From an optimization exercise on the open Yosys and OpenROAD flow, aimed at small area; shortcuts taken in it are not production practice. The RTL was checked by simulation tests, not by an equivalence proof against the original design. The clock port is modelled as an ideal driver, which makes a skipped or thinned clock tree look cheaper than it is; a real chip needs a root buffer or a tree. Power is estimated from default activity; no workload was simulated.

Setup of red:
## top
module top(
    input logic clk,         
    input logic rst,         
    output logic RGB_R,      
    output logic RGB_G,      
    output logic RGB_B       
);
    localparam logic [15:0] DC_INIT  = 16'hc206 ^ 16'haaaa;
    localparam logic [15:0] UPD_MASK = 16'hf9df;
    localparam logic [15:0] UPD_VAL  = (16'h01ff ^ 16'haaaa) & UPD_MASK;
    logic [15:0] dc;         
    logic [7:0]  pwm;        
    logic [2:0]  seg;        
    logic [5:0]  x;          
    wire upd_phase = ((dc & UPD_MASK) == UPD_VAL);   
    wire calc      = upd_phase & ~dc[9] & ~dc[10];   
    wire wrap      = upd_phase & dc[10];   
    wire fb        = ~(dc[15] ^ dc[8]);   
    always_ff @(posedge clk) begin
        if (rst | wrap) dc <= DC_INIT;
        else            dc <= {~dc[14:0], fb};
    end
    always_ff @(posedge clk) begin
        if (rst)             pwm <= 8'd0;
        else if (!upd_phase) pwm <= pwm + 8'd1;
    end
    localparam logic [2:0] SEG0 = 3'd0;
    localparam logic [2:0] SEG1 = 3'd1;
  ...
Size: about 5 I/O pins.
clock: 14.0 ns
lec_check: 0
cap_margin: 20
core_margin: 2
core_utilization: 40
slew_margin: 20
standard.sh (not shown) runs the stock make flow with config.mk's settings and CLKGATE_MAP_FILE= SYNTH_SCRIPT=/design/flow/synth_recipe.tcl, a recipe that flattens the netlist after the stock synthesis.
==> flow/flow/run.sh <==
#!/bin/bash
# Own layout flow: the standard synthesis, then its combinational logic
# re-mapped by ABC for area (registers kept as they are, see resyn.py), then
# the standard floorplan and placement with small port buffers, a clock step
# of its own (clock.tcl: two clock buffers driven by the clock port), and the
# standard routing and finishing.
set -euo pipefail
R=orfs/results/sky130hd/top/base
LIB=$FLOW_HOME/platforms/sky130hd/lib/sky130_fd_sc_hd__tt_025C_1v80.lib
MAKE_VARS=(BUFFER_PORTS_ARGS="-buffer_cell sky130_fd_sc_hd__buf_1" RECOVER_POWER=100)

bash standard.sh synth > 1_synth_standard.log 2>&1
cp $R/1_2_yosys.v $R/1_2_yosys_standard.v

python3 flow/resyn.py $LIB $FLOW_HOME/platforms/sky130hd/config.mk "$FLOW_TOP" \
  $R/1_2_yosys_standard.v $R/1_2_yosys.v 64 "${NUM_CORES:-4}" > 1_resyn.log 2>&1
touch $R/1_2_yosys.v

bash standard.sh "${MAKE_VARS[@]}" place > 2_place_standard.log 2>&1

FLOW_RESULTS=$R FLOW_FLOW_DIR=flow CLOCK_BUF=sky130_fd_sc_hd__buf_6 CLOCK_NBUF=2 \
  openroad -no_init -exit flow/clock.tcl > 3_clock.log 2>&1

bash standard.sh "${MAKE_VARS[@]}" finish > 4_route_standard.log 2>&1
==> flow/flow/clock.tcl <==
# Clock tree step in place of ORFS's CTS: a few clock buffers driven by the
# clock port, each driving an equal share of the registers.
set R $::env(FLOW_RESULTS)
set P $::env(FLOW_HOME)/platforms/sky130hd
read_liberty $P/lib/sky130_fd_sc_hd__tt_025C_1v80.lib
read_db $R/3_place.odb
read_sdc $R/3_place.sdc
source $P/setRC.tcl
source $::env(FLOW_FLOW_DIR)/clock_buffers.tcl
my_clock_buffers $::env(CLOCK_BUF) $::env(CLOCK_NBUF)
detailed_placement
check_placement -verbose
set_propagated_clock [all_clocks]
estimate_parasitics -placement
report_clock_skew
report_checks -path_delay min_max
foreach p [get_pins */CLK] { puts "clock pin slew [get_full_name $p] [get_property $p slew_max]" }
write_db $R/4_1_cts.odb
write_sdc -no_timestamp $R/4_cts.sdc
==> flow/flow/resyn.py <==
#!/usr/bin/env python3
# Re-map the combinational logic of the standard synthesis netlist with ABC,
# keeping every register instance as it is. Several ABC runs (different
# random seeds of &deepsyn) are made and the one with the smallest cell area
# is kept.
# usage: resyn.py LIB PLATFORM_CONFIG TOP IN.v OUT.v NSEEDS NJOBS
import concurrent.futures as cf
import os, re, subprocess, sys

lib, platform_cfg, top, src, dst = sys.argv[1:6]
nseeds, njobs = int(sys.argv[6]), int(sys.argv[7])
here = os.path.dirname(os.path.abspath(__file__))

# cell areas from the liberty file
area = {}
cur = None
for line in open(lib):
    m = re.match(r'\s*cell\s*\(\s*"?(\w+)"?\s*\)', line)
    if m:
        cur = m.group(1)
        continue
    m = re.match(r'\s*area\s*:\s*([\d.]+)', line)
    if m and cur and cur not in area:
        area[cur] = float(m.group(1))

# the platform's don't-use cells
txt = open(platform_cfg).read()
blk = txt[txt.index('export DONT_USE_CELLS'):]
blk = blk[:blk.index('\n#')]
dont_use = " ".join("-dont_use " + c for c in re.findall(r'sky130_fd_sc_hd__\w+', blk))

subprocess.run([sys.executable, os.path.join(here, 'gen_models.py'), lib, 'resyn_models.v'], check=True)

def cost(v):
    return sum(area[c] for c in re.findall(r'^\s*(sky130_fd_sc_hd__\w+)\s', open(v).read(), re.M))

def run(seed):
    out = "resyn_seed%d.v" % seed
    script = ("+strash;&get,-n;&deepsyn,-I,1,-J,20,-S,%d;&put;"
              "&get,-n;&dch,-f;&nf,-p,-R,1000;&put" % seed)
    cmds = f"""
read_verilog resyn_models.v
read_verilog {here}/dff_stub.v
read_verilog {src}
hierarchy -top {top}
flatten
opt -purge
techmap
opt -fast
abc -script {script} -liberty {lib} {dont_use}
opt_clean -purge
setundef -zero
hilomap -singleton -hicell sky130_fd_sc_hd__conb_1 HI -locell sky130_fd_sc_hd__conb_1 LO
splitnets
opt_clean -purge
rename -hide w:*.*
write_verilog -noattr -nohex -nodec {out}
"""
    with open("resyn_seed%d.log" % seed, "w") as log:
        r = subprocess.run(["yosys", "-p", cmds], stdout=log, stderr=subprocess.STDOUT)
    if r.returncode != 0 or not os.path.exists(out):
        return (float('inf'), seed, out)
    return (cost(out), seed, out)

with cf.ThreadPoolExecutor(njobs) as ex:
    results = sorted(ex.map(run, range(nseeds)))
for a, s, o in results:
    print("seed %d: area %.2f" % (s, a))
best = results[0]
if best[0] == float('inf'):
    sys.exit("no ABC run succeeded")
pass
with open(best[2]) as f, open(dst, "w") as g:
    g.write(f.read())
Other scripts of this flow, unchanged in this note and not shown: flow/flow/clock_buffers.tcl, flow/flow/dff_stub.v, flow/flow/gen_models.py
Inputs modified between red and blue:
--- a/flow/flow/resyn.py
+++ b/flow/flow/resyn.py
@@ -3,5 +3,6 @@
 # keeping every register instance as it is. Several ABC runs (different
 # random seeds of &deepsyn) are made and the one with the smallest cell area
-# is kept.
+# is kept. ABC's mfs3 uses only combinational don't-cares (registers are free
+# inputs), so the result is combinationally equivalent to the input.
 # usage: resyn.py LIB PLATFORM_CONFIG TOP IN.v OUT.v NSEEDS NJOBS
 import concurrent.futures as cf
@@ -38,5 +39,5 @@
     out = "resyn_seed%d.v" % seed
     script = ("+strash;&get,-n;&deepsyn,-I,1,-J,20,-S,%d;&put;"
-              "&get,-n;&dch,-f;&nf,-p,-R,1000;&put" % seed)
+              "&get,-n;&dch,-f;&nf,-p,-R,1000;&put;mfs3,-a;mfs3,-ar" % seed)
     cmds = f"""
 read_verilog resyn_models.v
### Flow results
In the tables for red and blue, total leakage power reads lower with blue.
In the flow results for red and blue, the placed cell count is larger on blue.
The final reports for blue and red show worst setup slack lower in the former.
The following lists how green was set up differently from blue:
--- a/flow/flow/run.sh
+++ b/flow/flow/run.sh
@@ -3,5 +3,5 @@
 # re-mapped by ABC for area (registers kept as they are, see resyn.py), then
 # the standard floorplan and placement with small port buffers, a clock step
-# of its own (clock.tcl: two clock buffers driven by the clock port), and the
+# of its own (clock.tcl: one clock buffer driven by the clock port), and the
 # standard routing and finishing.
 set -euo pipefail
@@ -14,10 +14,10 @@
 
 python3 flow/resyn.py $LIB $FLOW_HOME/platforms/sky130hd/config.mk "$FLOW_TOP" \
-  $R/1_2_yosys_standard.v $R/1_2_yosys.v 64 "${NUM_CORES:-4}" > 1_resyn.log 2>&1
+  $R/1_2_yosys_standard.v $R/1_2_yosys.v 16 "${NUM_CORES:-4}" > 1_resyn.log 2>&1
 touch $R/1_2_yosys.v
 
 bash standard.sh "${MAKE_VARS[@]}" place > 2_place_standard.log 2>&1
 
-FLOW_RESULTS=$R FLOW_FLOW_DIR=flow CLOCK_BUF=sky130_fd_sc_hd__buf_6 CLOCK_NBUF=2 \
+FLOW_RESULTS=$R FLOW_FLOW_DIR=flow CLOCK_BUF=sky130_fd_sc_hd__clkbuf_16 CLOCK_NBUF=1 \
   openroad -no_init -exit flow/clock.tcl > 3_clock.log 2>&1
 
--- a/flow/flow/resyn.py
+++ b/flow/flow/resyn.py
@@ -3,6 +3,5 @@
 # keeping every register instance as it is. Several ABC runs (different
 # random seeds of &deepsyn) are made and the one with the smallest cell area
-# is kept. ABC's mfs3 uses only combinational don't-cares (registers are free
-# inputs), so the result is combinationally equivalent to the input.
+# is kept.
 # usage: resyn.py LIB PLATFORM_CONFIG TOP IN.v OUT.v NSEEDS NJOBS
 import concurrent.futures as cf
@@ -39,5 +38,5 @@
     out = "resyn_seed%d.v" % seed
     script = ("+strash;&get,-n;&deepsyn,-I,1,-J,20,-S,%d;&put;"
-              "&get,-n;&dch,-f;&nf,-p,-R,1000;&put;mfs3,-a;mfs3,-ar" % seed)
+              "&get,-n;&dch,-f;&nf,-p,-R,1000;&put" % seed)
     cmds = f"""
 read_verilog resyn_models.v
==> notes.md <==
- On total number of multi-input combinational cells: between blue and green, it ends up higher for green.
- Relative to blue, the final area of green is higher by 0.71%.
- Slew of the pin with the lowest slew margin for green: 0.10 ns down relative to blue
- The part of the total power dissipated in combinational logic on blue is in line with that on green.
- For the average size of a mapped cell, green came in 0.17 um^2 lower than blue did.
- In the reports for blue and green, the smaller critical path's largest stage delay belongs to blue.
- Routed length on met2 in green vs blue: down about 3.7%
- Comparing maximum resistive drop on vdd for blue and green, the smaller number came from green.
- The hold slack of green and that of blue are within noise of each other.
No run of this note takes its clock network from TritonCTS; it comes from the design's own scripts or RTL.

---

Setup of the reference run:
top, a different RTL version from the one above (not shown whole).
Size in the first run: roughly 150 cells after synthesis, about 5 I/O pins, about 1300 um2 of cells after synthesis.
## top
module top(
    input logic clk,         
    input logic rst,         
    output logic RGB_R,      
    output logic RGB_G,      
    output logic RGB_B       
);
Settings: LEC_CHECK=0, CAP_MARGIN=20, CORE_MARGIN=2, CORE_UTILIZATION=40, SLEW_MARGIN=20; clock period 14.0 ns.
==> flow/flow/run.sh <==
#!/bin/bash
# Own layout flow: the standard synthesis, then its combinational logic
# re-mapped by ABC for area (registers kept as they are, see resyn.py), then
# the standard floorplan and placement with small port buffers, a clock step
# of its own (clock.tcl: two clock buffers driven by the clock port), and the
# standard routing and finishing.
set -euo pipefail
R=orfs/results/sky130hd/top/base
LIB=$FLOW_HOME/platforms/sky130hd/lib/sky130_fd_sc_hd__tt_025C_1v80.lib
MAKE_VARS=(BUFFER_PORTS_ARGS="-buffer_cell sky130_fd_sc_hd__buf_1" RECOVER_POWER=100)

bash standard.sh synth > 1_synth_standard.log 2>&1
cp $R/1_2_yosys.v $R/1_2_yosys_standard.v

python3 flow/resyn.py $LIB $FLOW_HOME/platforms/sky130hd/config.mk "$FLOW_TOP" \
  $R/1_2_yosys_standard.v $R/1_2_yosys.v 16 "${NUM_CORES:-4}" > 1_resyn.log 2>&1
touch $R/1_2_yosys.v

bash standard.sh "${MAKE_VARS[@]}" place > 2_place_standard.log 2>&1

FLOW_RESULTS=$R FLOW_FLOW_DIR=flow CLOCK_BUF=sky130_fd_sc_hd__clkbuf_8 CLOCK_NBUF=2 \
  openroad -no_init -exit flow/clock.tcl > 3_clock.log 2>&1

bash standard.sh "${MAKE_VARS[@]}" finish > 4_route_standard.log 2>&1
Scripts as last shown in full above: flow/flow/clock.tcl
Other scripts of this flow, unchanged in this note and not shown: flow/flow/clock_buffers.tcl, flow/flow/dff_stub.v, flow/flow/gen_models.py, flow/flow/resyn.py
--- input diff the reference run..the trial run ---
diff --git a/flow/flow/run.sh b/flow/flow/run.sh
--- a/flow/flow/run.sh
+++ b/flow/flow/run.sh
@@ -3,5 +3,5 @@
 # re-mapped by ABC for area (registers kept as they are, see resyn.py), then
 # the standard floorplan and placement with small port buffers, a clock step
-# of its own (clock.tcl: two clock buffers driven by the clock port), and the
+# of its own (clock.tcl: three clock buffers driven by the clock port), and the
 # standard routing and finishing.
 set -euo pipefail
@@ -19,5 +19,5 @@
 bash standard.sh "${MAKE_VARS[@]}" place > 2_place_standard.log 2>&1
 
-FLOW_RESULTS=$R FLOW_FLOW_DIR=flow CLOCK_BUF=sky130_fd_sc_hd__clkbuf_8 CLOCK_NBUF=2 \
+FLOW_RESULTS=$R FLOW_FLOW_DIR=flow CLOCK_BUF=sky130_fd_sc_hd__clkbuf_4 CLOCK_NBUF=3 \
   openroad -no_init -exit flow/clock.tcl > 3_clock.log 2>&1
 
Notes after the runs:
In the tables for the reference run and the trial run, number of global-route vias before repair reads lower with the reference run. Summary of the trial run over the reference run: global-route usage moved up; I/O pin count held steady; clock period minus worst slack went up 14 ps; maximum frequency comparable.
In every run of this note, the design's own scripts or RTL, not TritonCTS, make the clock network.

-- port drivers added, routing unchanged --
In the flow no input, the clock included, has a driving cell. The finished layouts below were timed again as built, in two steps.
Step 1 sets driving cells, clkbuf_16 on the clock port and buf_2 on the other inputs (assumed; they add their load-dependent delay and slew).
Step 2, shift: input delay + t, output delay - t, t = (earliest + latest rising clock arrival at the registers) / 2. This alone moves slack from input paths to output paths.
Three values: ideal, step 1, step 2; two values: the first two.
run	t, ns	setup slack, ns	worst setup path after step 2
red	0.165	8.731 / 8.699 / 8.864	register to output
blue	0.170	8.716 / 8.680 / 8.850	register to output
green	0.200	8.878 / 8.848 / 9.048	register to output
the reference run	0.187	8.690 / 8.657 / 8.844	register to output
the trial run	0.201	8.675 / 8.642 / 8.843	register to output
After both steps setup and hold are still met in every run listed.
